Source: an optimization exercise on an open RTL-to-GDS flow (aim: small area, a short achievable clock period and few clock cycles per item). Production flows keep margins and buffers that such runs may drop.

==> flow/design.v <==
module mod #(parameter K = 3) (
	output [31:0] res,
	output reg done,
	input [31:0] ain,
	input [31:0] bin,
	input lt,
	input start,
	input CLK,
	input reset
);
	localparam NG = (32 + K - 1) / K;
	localparam W  = NG * K;
	wire [W-1:0] a = {{(W-32){1'b0}}, ain};
	wire [W-1:0] b = {{(W-32){1'b0}}, bin};
	reg [31:0] p;
	reg [3:0] cnt;
	reg busy;
	assign res = p;
	reg [3:0] ia, ib;
	integer i;
	always @(*) begin
		ia = 4'd0;
		ib = 4'd0;
		for (i = 0; i < NG; i = i + 1) begin
			if (|a[i*K +: K]) ia = i;
			if (|b[i*K +: K]) ib = i;
		end
	end
	wire bz = ~|bin;
	wire [3:0] span = ia - ib;
	reg [31:0] pinit;
	always @(*) begin
		pinit = 32'd0;
		for (i = 0; i < NG; i = i + 1)
			if (span == i) pinit = a >> (K * (i + 1));
	end
	wire [3:0] nidx = start ? span : cnt - 4'd1;
	reg [K-1:0] grp_n, grp;
	reg [31:0] b_r;
	always @(*) begin
		grp_n = {K{1'b0}};
		for (i = 0; i < NG; i = i + 1)
			if (nidx == i) grp_n = a[i*K +: K];
	end
	reg [31:0] q;
	reg [33:0] t;
	integer j;
	always @(*) begin
		q = p;
		for (j = 0; j < K; j = j + 1) begin
			t = {1'b0, q, grp[K-1-j]} - {2'b0, b_r};
			q = t[33] ? {q[30:0], grp[K-1-j]} : t[31:0];
		end
	end
	always @(posedge CLK) begin
		if (reset) begin
			busy <= 1'b0;
			done <= 1'b0;
		end else if (start) begin
			busy <= ~(bz | lt);
			done <= bz | lt;
		end else if (busy) begin
			busy <= |cnt;
			done <= ~|cnt;
		end
		b_r <= bin;
		grp <= grp_n;
		if (start) begin
			p <= (bz | lt) ? ain : pinit;
			cnt <= span;
		end else if (busy) begin
			p <= q;
			cnt <= cnt - 4'd1;
		end
	end
endmodule
module alu (
	output reg [31:0] result,
	output cout,
	output done,
	input [31:0] ain,
	input [31:0] bin,
	input [2:0] alu_op,
	input
		cin,
		start,
		CLK,
		reset
);
	wire [32:0] sum  = {1'b0, ain} + {1'b0, bin} + {32'b0, cin};
	wire [32:0] diff = {1'b0, ain} - {1'b0, bin};
	wire lt = diff[32];
	wire [31:0] rem;
	assign cout = sum[32];
	mod mod1 (
		.res(rem),
		.done(done),
		.ain(ain),
		.bin(bin),
		.lt(lt),
		.start(start),
		.CLK(CLK),
		.reset(reset)
	);
	always @(*)
		case (alu_op)
			3'd0: result = ain & bin;
			3'd1: result = ain | bin;
			3'd2: result = ain ^ bin;
			3'd3: result = ~(ain | bin);
			3'd4: result = {31'b0, lt};
			3'd5: result = sum[31:0];
			3'd6: result = diff[31:0];
			default: result = rem;
		endcase
endmodule
make LEC_CHECK=0 ABC_CLOCK_PERIOD_IN_PS=6500 CAP_MARGIN=20 CORE_MARGIN=2 CORE_UTILIZATION=40 SETUP_SLACK_MARGIN=4 SLEW_MARGIN=20 finish   # period 11.0 ns
run.sh (not shown) runs the stock make flow with config.mk's settings and CLKGATE_MAP_FILE= SYNTH_SCRIPT=/design/flow/synth_recipe.tcl, a recipe that flattens the netlist after the stock synthesis.
Rerun with:
--- a/flow/design.v
+++ b/flow/design.v
@@ -3,8 +3,9 @@
 	output reg done,
 	input [31:0] ain,
 	input [31:0] bin,
 	input lt,
+	input [31:0] diff,
 	input start,
 	input CLK,
 	input reset
 );
@@ -15,20 +16,22 @@
 	reg [31:0] p;
 	reg [3:0] cnt;
 	reg busy;
 	assign res = p;
-	reg [3:0] ia, ib;
+	reg [4:0] ia, ib;
 	integer i;
 	always @(*) begin
-		ia = 4'd0;
-		ib = 4'd0;
-		for (i = 0; i < NG; i = i + 1) begin
-			if (|a[i*K +: K]) ia = i;
-			if (|b[i*K +: K]) ib = i;
+		ia = 5'd0;
+		ib = 5'd0;
+		for (i = 0; i < 32; i = i + 1) begin
+			if (ain[i]) ia = i;
+			if (bin[i]) ib = i;
 		end
 	end
 	wire bz = ~|bin;
-	wire [3:0] span = ia - ib;
+	wire [4:0] s = ia - ib;
+	wire [3:0] span = s / K;
+	wire s0 = (s == 5'd0);
 	reg [31:0] pinit;
 	always @(*) begin
 		pinit = 32'd0;
 		for (i = 0; i < NG; i = i + 1)
@@ -56,18 +59,18 @@
 		if (reset) begin
 			busy <= 1'b0;
 			done <= 1'b0;
 		end else if (start) begin
-			busy <= ~(bz | lt);
-			done <= bz | lt;
+			busy <= ~(bz | lt | s0);
+			done <= bz | lt | s0;
 		end else if (busy) begin
 			busy <= |cnt;
 			done <= ~|cnt;
 		end
 		b_r <= bin;
 		grp <= grp_n;
 		if (start) begin
-			p <= (bz | lt) ? ain : pinit;
+			p <= (bz | lt) ? ain : s0 ? diff : pinit;
 			cnt <= span;
 		end else if (busy) begin
 			p <= q;
 			cnt <= cnt - 4'd1;
@@ -97,8 +100,9 @@
 		.done(done),
 		.ain(ain),
 		.bin(bin),
 		.lt(lt),
+		.diff(diff[31:0]),
 		.start(start),
 		.CLK(CLK),
 		.reset(reset)
 	);
The changed run finished clean; clock-buffer cell count is unchanged; cell area increases by about 9%; clock skew is lower by 0.0037 ns; die area rises by 4.7%; register-to-register slack degrades by 0.62 ns; worst setup slack degrades by 0.62 ns.
No functional check of the RTL was part of any run of this note.

## port drivers added, routing unchanged
How much do the figures lean on ideal ports? The routed layouts below were timed once more, with nothing changed but the port constraints.
Step 1 (the two cells are an assumption about what drives the block):
set clk [get_ports {CLK}]
set_driving_cell -lib_cell sky130_fd_sc_hd__clkbuf_16 $clk
set_driving_cell -lib_cell sky130_fd_sc_hd__buf_2 [delete_from_list [all_inputs] $clk]
Step 2 times the ports against the registers' clock, not the clock port: input delays grow and output delays shrink by t, the midpoint of the rising clock arrivals with the driver on.
Slacks: no drivers / after step 1 / after step 2; pairs: no drivers / after step 1.
run	t (ns)	setup slack, ns	slew at the worst register clock pin (ns)	cell pins on the clock port's net
the first run	0.392	2.906 / 2.906 / 2.906	0.07 / 0.07	1
the second run	0.396	2.282 / 2.282 / 2.282	0.07 / 0.07	1
After both steps every run listed still meets setup and hold.
